From an optimization exercise on the open Yosys and OpenROAD flow, aimed at small area; shortcuts taken in it are not production practice. Only simulation tests tie the RTL to the original design; equivalence was not proved. The clock input has no modelled driver; a real chip could not lean on it and would need a root buffer or a full tree.

==> inputs of wip/garnet <==
Design fifo, start of the top module:
module fifo (clk,rst,wr,rd,wrptr,rdptr,din,dout,housefull,nostock);
==> module fifo, before the edit <==
module fifo (clk,rst,wr,rd,wrptr,rdptr,din,dout,housefull,nostock);
input clk,rst,wr,rd;
input [7:0] din;
output [7:0] dout;
output housefull;
output nostock;
output [3:0] wrptr;
output [3:0] rdptr;
reg [7:0] dout;
reg housefull, nostock;
reg [3:0] wrptr, rdptr;
reg [7:0] Box [1:10];
wire we = wr & ~housefull;
wire re = rd & ~nostock;
function [3:0] succ;
  input [3:0] p;
  begin
    succ[0] = ~p[0];
    succ[1] = (p[1] ^ p[0]) & ~(p[3] & p[1]);
    succ[2] = p[2] ^ (p[1] & p[0]);
    succ[3] = (p[2] & p[1] & p[0]) | (p[3] & ~p[1]);
  end
endfunction
function [10:1] dec;
  input [3:0] p;
  begin
    dec[1]  = ~p[3] & ~p[2] & ~p[1] &  p[0];
    dec[2]  = ~p[3] & ~p[2] &  p[1] & ~p[0];
    dec[3]  = ~p[2] &  p[1] &  p[0];
    dec[4]  =  p[2] & ~p[1] & ~p[0];
    dec[5]  =  p[2] & ~p[1] &  p[0];
    dec[6]  =  p[2] &  p[1] & ~p[0];
    dec[7]  =  p[2] &  p[1] &  p[0];
    dec[8]  =  p[3] & ~p[1] & ~p[0];
    dec[9]  =  p[3] &  p[0];
    dec[10] =  p[3] &  p[1];
  end
endfunction
wire [3:0] wrnext = succ(wrptr);
wire [3:0] rdnext = succ(rdptr);
wire [10:1] wsel = dec(wrptr);
wire [10:1] rsel = dec(rdptr);
integer k;
wire [10:1] s = {10{re}} & rsel;
wire hold = ~re;
wire [7:0] t1 = ~(({8{s[1]}} & Box[1]) | ({8{s[2]}} & Box[2]) | ({8{s[3]}} & Box[3]));
wire [7:0] t2 = ~(({8{s[4]}} & Box[4]) | ({8{s[5]}} & Box[5]) | ({8{s[6]}} & Box[6]));
wire [7:0] t3 = ~(({8{s[7]}} & Box[7]) | ({8{s[8]}} & Box[8]) | ({8{s[9]}} & Box[9]));
wire [7:0] t4 = ~(({8{s[10]}} & Box[10]) | ({8{hold}} & dout));
wire [7:0] rdata = ~(t1 & t2 & t3 & t4);
always @(posedge clk) begin
  for (k = 1; k <= 10; k = k + 1)
    if (we & wsel[k]) Box[k] <= din;
end
always @(posedge clk or posedge rst)
  if (rst) dout <= 8'd0;
  else dout <= rdata;
always @(posedge clk or posedge rst)
  if (rst) wrptr <= 4'd1;
  else if (we) wrptr <= wrnext;
always @(posedge clk or posedge rst)
  if (rst) rdptr <= 4'd1;
  else if (re) rdptr <= rdnext;
always @(posedge clk or posedge rst)
  if (rst) begin
    nostock <= 1'b1;
    housefull <= 1'b0;
  end else if (nostock) begin
    if (wr) nostock <= 1'b0;
  end else if (housefull) begin
    if (rd) housefull <= 1'b0;
  end else begin
    if (wr && wrnext == rdptr) housefull <= 1'b1;
    else if (rd && rdnext == wrptr) nostock <= 1'b1;
  end
endmodule
==> flow/config.mk <==
export PLATFORM = sky130hd
export DESIGN_NAME = fifo
export DESIGN_NICKNAME = fifo
export VERILOG_FILES = /design/flow/design.v
export SDC_FILE = /design/flow/constraint.sdc
export NUM_CORES = 4
export LEC_CHECK = 0
export CAP_MARGIN = 20
export CORE_MARGIN = 2
export CORE_UTILIZATION = 70
export SLEW_MARGIN = 20
==> flow/constraint.sdc <==
create_clock -name core_clock -period 5.0 [get_ports {clk}]
set_input_delay 1.0000 -clock core_clock [delete_from_list [all_inputs] [get_ports {clk}]]
set_output_delay 1.0000 -clock core_clock [all_outputs]
set_load 0.01 [all_outputs]
standard.sh (not shown) runs the stock make flow with config.mk's settings and CLKGATE_MAP_FILE= SYNTH_SCRIPT=/design/flow/synth_recipe.tcl, a recipe that flattens the netlist after the stock synthesis.
==> flow/flow/run.sh <==
#!/bin/bash
# Own layout flow: the standard ORFS flow with
#  - synthesis mapped by an area-oriented ABC script (registers are mapped by
#    the same dfflibmap step before ABC, so they match the standard synthesis),
#  - port buffers made of buf_1 cells,
#  - a small hand-built clock tree (flow/manual_cts.tcl) in place of TritonCTS.
set -euo pipefail
W=$(pwd)
export AREA_ABC_SCRIPT=$W/flow/area.abc
export MANUAL_CTS_LEAVES=${MANUAL_CTS_LEAVES:-5}
export MANUAL_CTS_LEAF=${MANUAL_CTS_LEAF:-sky130_fd_sc_hd__clkbuf_8}
export MANUAL_CTS_ROOT=${MANUAL_CTS_ROOT:-sky130_fd_sc_hd__clkbuf_8}
export MANUAL_CTS_DIRECT_MAX=${MANUAL_CTS_DIRECT_MAX:-4}
bash standard.sh \
  SYNTH_SCRIPT=$W/flow/synth.tcl \
  "BUFFER_PORTS_ARGS=-buffer_cell sky130_fd_sc_hd__buf_1" \
  PRE_CTS_TCL=$W/flow/manual_cts.tcl \
  ${EXTRA_MAKE_ARGS:-} \
  finish > $W/flow_make.log 2>&1
==> flow/flow/area.abc <==
strash
&get -n
&dch -f
&nf -E 100 -R 1000
&put
==> flow/flow/manual_cts.tcl <==
# Manual clock tree, run as ORFS's PRE_CTS_TCL hook: the clock port drives one
# root buffer, which drives MANUAL_CTS_LEAVES leaf buffers (0: the root drives
# the flip-flops itself), each placed at the centre of a balanced k-means
# cluster of the flip-flop clock pins. With at most MANUAL_CTS_DIRECT_MAX
# leaves there is no root buffer: the clock port drives the leaves. clock_tree_synthesis is then made a no-op.
proc clock_tree_synthesis { args } {
  puts "clock_tree_synthesis skipped: manual clock tree built in PRE_CTS_TCL"
}
set nleaf $::env(MANUAL_CTS_LEAVES)
set leaf_cell $::env(MANUAL_CTS_LEAF)
set root_cell $::env(MANUAL_CTS_ROOT)
set block [ord::get_db_block]
set dbu [$block getDbUnitsPerMicron]
set clknet [$block findNet clk]
set sinks {}
foreach it [$clknet getITerms] {
  set xy [$it getAvgXY]
  lappend sinks [list [[$it getInst] getName]/[[$it getMTerm] getName] \
    [expr {[lindex $xy 1] / double($dbu)}] [expr {[lindex $xy 2] / double($dbu)}]]
}
puts "manual cts: [llength $sinks] sinks"
proc centre { pts } {
  set sx 0.0; set sy 0.0
  foreach p $pts { set sx [expr {$sx + [lindex $p 1]}]; set sy [expr {$sy + [lindex $p 2]}] }
  set n [llength $pts]
  return [list [expr {$sx / $n}] [expr {$sy / $n}]]
}
if { $nleaf > 0 } {
  # k-means, seeded with sinks spread through the list sorted by x+y
  set sorted [lsort -real -command {apply {{a b} {
    expr {([lindex $a 1]+[lindex $a 2]) < ([lindex $b 1]+[lindex $b 2]) ? -1 : 1}}}} $sinks]
  set cents {}
  for {set k 0} {$k < $nleaf} {incr k} {
    set p [lindex $sorted [expr {int(($k + 0.5) * [llength $sorted] / $nleaf)}]]
    lappend cents [list [lindex $p 1] [lindex $p 2]]
  }
  # balanced k-means: each cluster takes at most ceil(n / nleaf) sinks,
  # assigned greedily by distance to the current centres
  set cap [expr {int(ceil([llength $sinks] / double($nleaf)))}]
  for {set iter 0} {$iter < 30} {incr iter} {
    set pairs {}
    set i 0
    foreach p $sinks {
      for {set k 0} {$k < $nleaf} {incr k} {
        set c [lindex $cents $k]
        lappend pairs [list [expr {abs([lindex $p 1]-[lindex $c 0]) + abs([lindex $p 2]-[lindex $c 1])}] $i $k]
      }
      incr i
    }
    set pairs [lsort -real -index 0 $pairs]
    for {set k 0} {$k < $nleaf} {incr k} { set grp($k) {}; set cnt($k) 0 }
    array unset done
    foreach pr $pairs {
      lassign $pr d i k
      if { [info exists done($i)] || $cnt($k) >= $cap } continue
      set done($i) 1
      incr cnt($k)
      lappend grp($k) [lindex $sinks $i]
    }
    set cents {}
    for {set k 0} {$k < $nleaf} {incr k} {
      if { [llength $grp($k)] } { lappend cents [centre $grp($k)] } else { lappend cents {0 0} }
    }
  }
  for {set k 0} {$k < $nleaf} {incr k} {
    if { ![llength $grp($k)] } continue
    set pins {}
    foreach p $grp($k) { lappend pins [get_pins [lindex $p 0]] }
    set c [lindex $cents $k]
    puts "manual cts: leaf $k drives [llength $pins] sinks at $c"
    insert_buffer -buffer_cell $leaf_cell -net clk -load_pins $pins -location $c \
      -buffer_name clkleaf_$k -net_name clknet_leaf_$k
  }
  set direct [expr {$nleaf <= $::env(MANUAL_CTS_DIRECT_MAX)}]
  set lc {}
  for {set k 0} {$k < $nleaf} {incr k} { if { [llength $grp($k)] } { lappend lc [list x [lindex $cents $k 0] [lindex $cents $k 1]] } }
  set rc [centre $lc]
} else {
  set direct 0
  set rc [centre $sinks]
}
if { !$direct } {
  insert_buffer -buffer_cell $root_cell -net clk -location $rc -buffer_name clkroot -net_name clknet_root
}
foreach n [list clknet_root {*}[lmap k [lsort [array names grp]] {set x clknet_leaf_$k}]] {
  set dn [$block findNet $n]
  if { $dn != "NULL" } { $dn setSigType CLOCK }
}
$clknet setSigType CLOCK
set_propagated_clock [all_clocks]
==> flow/flow/synth.tcl <==
# The standard synthesis script, except that the final ABC mapping uses
# an area-oriented script (flow/area.abc) instead of ORFS's speed script.
proc synth {args} { yosys synth -nofsm -noshare {*}$args }
proc abc {args} {
  set i [lsearch -exact $args -script]
  if { $i >= 0 } { lset args [expr {$i + 1}] $::env(AREA_ABC_SCRIPT) }
  yosys abc {*}$args
}
source $::env(SCRIPTS_DIR)/synth.tcl
# left out here: clear keep_hierarchy, flatten, clean up, hide names made inside functions, write 1_2_yosys.v
==> inputs of wip/raven, as changes to wip/garnet <==
--- a/flow/design.v
+++ b/flow/design.v
@@ -43,9 +43,8 @@
 integer k;
-wire [10:1] s = {10{re}} & rsel;
-wire hold = ~re;
-wire [7:0] t1 = ~(({8{s[1]}} & Box[1]) | ({8{s[2]}} & Box[2]) | ({8{s[3]}} & Box[3]));
-wire [7:0] t2 = ~(({8{s[4]}} & Box[4]) | ({8{s[5]}} & Box[5]) | ({8{s[6]}} & Box[6]));
-wire [7:0] t3 = ~(({8{s[7]}} & Box[7]) | ({8{s[8]}} & Box[8]) | ({8{s[9]}} & Box[9]));
-wire [7:0] t4 = ~(({8{s[10]}} & Box[10]) | ({8{hold}} & dout));
-wire [7:0] rdata = ~(t1 & t2 & t3 & t4);
+reg [7:0] rdata;
+always @* begin
+  rdata = 8'd0;
+  for (k = 1; k <= 10; k = k + 1)
+    rdata = rdata | ({8{rsel[k]}} & Box[k]);
+end
 always @(posedge clk) begin
@@ -56,3 +55,3 @@
   if (rst) dout <= 8'd0;
-  else dout <= rdata;
+  else if (re) dout <= rdata;
 always @(posedge clk or posedge rst)
==> flow/run.sh (new file) <==
#!/bin/bash
# synth_recipe.tcl (not shown) runs the flow's synth.tcl, then flattens the netlist and writes it again
# the make line also repeats each setting of config.mk as NAME=value (left out here)
make -C /OpenROAD-flow-scripts/flow DESIGN_CONFIG=/design/flow/config.mk WORK_HOME=/design/flow/orfs CLKGATE_MAP_FILE= SYNTH_SCRIPT=/design/flow/synth_recipe.tcl finish
--- a/flow/config.mk
+++ b/flow/config.mk
@@ -9,3 +9,3 @@
 export CORE_MARGIN = 2
-export CORE_UTILIZATION = 70
+export CORE_UTILIZATION = 40
 export SLEW_MARGIN = 20
removed: flow/flow/run.sh
removed: flow/flow/area.abc
removed: flow/flow/manual_cts.tcl
removed: flow/flow/synth.tcl
removed: flow/standard.sh
==> summary.json <==
{
  "cp-end-kind": {"value": "output pin"},
  "seq_power": {"value": 1.24, "unit": "mW"},
  "floorplan.tapcells": {"value": 133},
  "cp.required": {"value": 4000, "unit": "ps"},
  "outcome": {"value": "complete, no violations"},
  "synth.net_count": {"value": 286},
  "post_drt_via_cell_ratio": {"value": 5.64},
  "avgRoutedWirePerCell": {"value": 21.7, "unit": "microns"},
  "fp-row-count": {"value": 36},
  "p_int": {"value": 1.72, "unit": "mW"}
}
the above is filed under wip/raven

==> summary.json <==
{
  "cp-end-kind": {"value": "flop"},
  "cp.required": {"value": 5280, "unit": "ps"},
  "floorplan.tapcells": {"value": 70},
  "outcome": {"value": "complete, no violations"},
  "post_drt_via_cell_ratio": {"value": 6.98},
  "fp-row-count": {"value": 26},
  "avgRoutedWirePerCell": {"value": 23.5, "unit": "microns"},
  "synth.net_count": {"value": 228}
}
the above is filed under wip/garnet

The clock cells of wip/garnet come from the design's own scripts or RTL, not from TritonCTS.

-- port drivers added, routing unchanged --
How much do the figures lean on ideal ports? The routed layouts below were timed once more, with nothing changed but the port constraints. Step 1 sets driving cells, clkbuf_16 on the clock port and buf_2 on the other inputs (assumed; they add their load-dependent delay and slew). Step 2 times the ports against the registers' clock, not the clock port: input delays grow and output delays shrink by t, the midpoint of the rising clock arrivals with the driver on. a / b / c = ideal / step 1 / step 2; a / b = the first two.
| run | t, ns | setup slack, ns | worst setup path after step 2 | worst slew at a driven data input, ns | cell pins on the clock port's net |
|---|---|---|---|---|---|
| wip/garnet | 0.362 | 2.146 / 2.152 / 1.790 | input to register | 0.03 | 1 |
| wip/raven | 0.393 | 1.899 / 1.867 / 1.772 | input to register | 0.03 | 1 |
After both steps every run listed still meets setup and hold. For wip/garnet, which loses most, drivers alone change the setup slack by +0.006 ns; drivers and shift together by -0.356 ns.
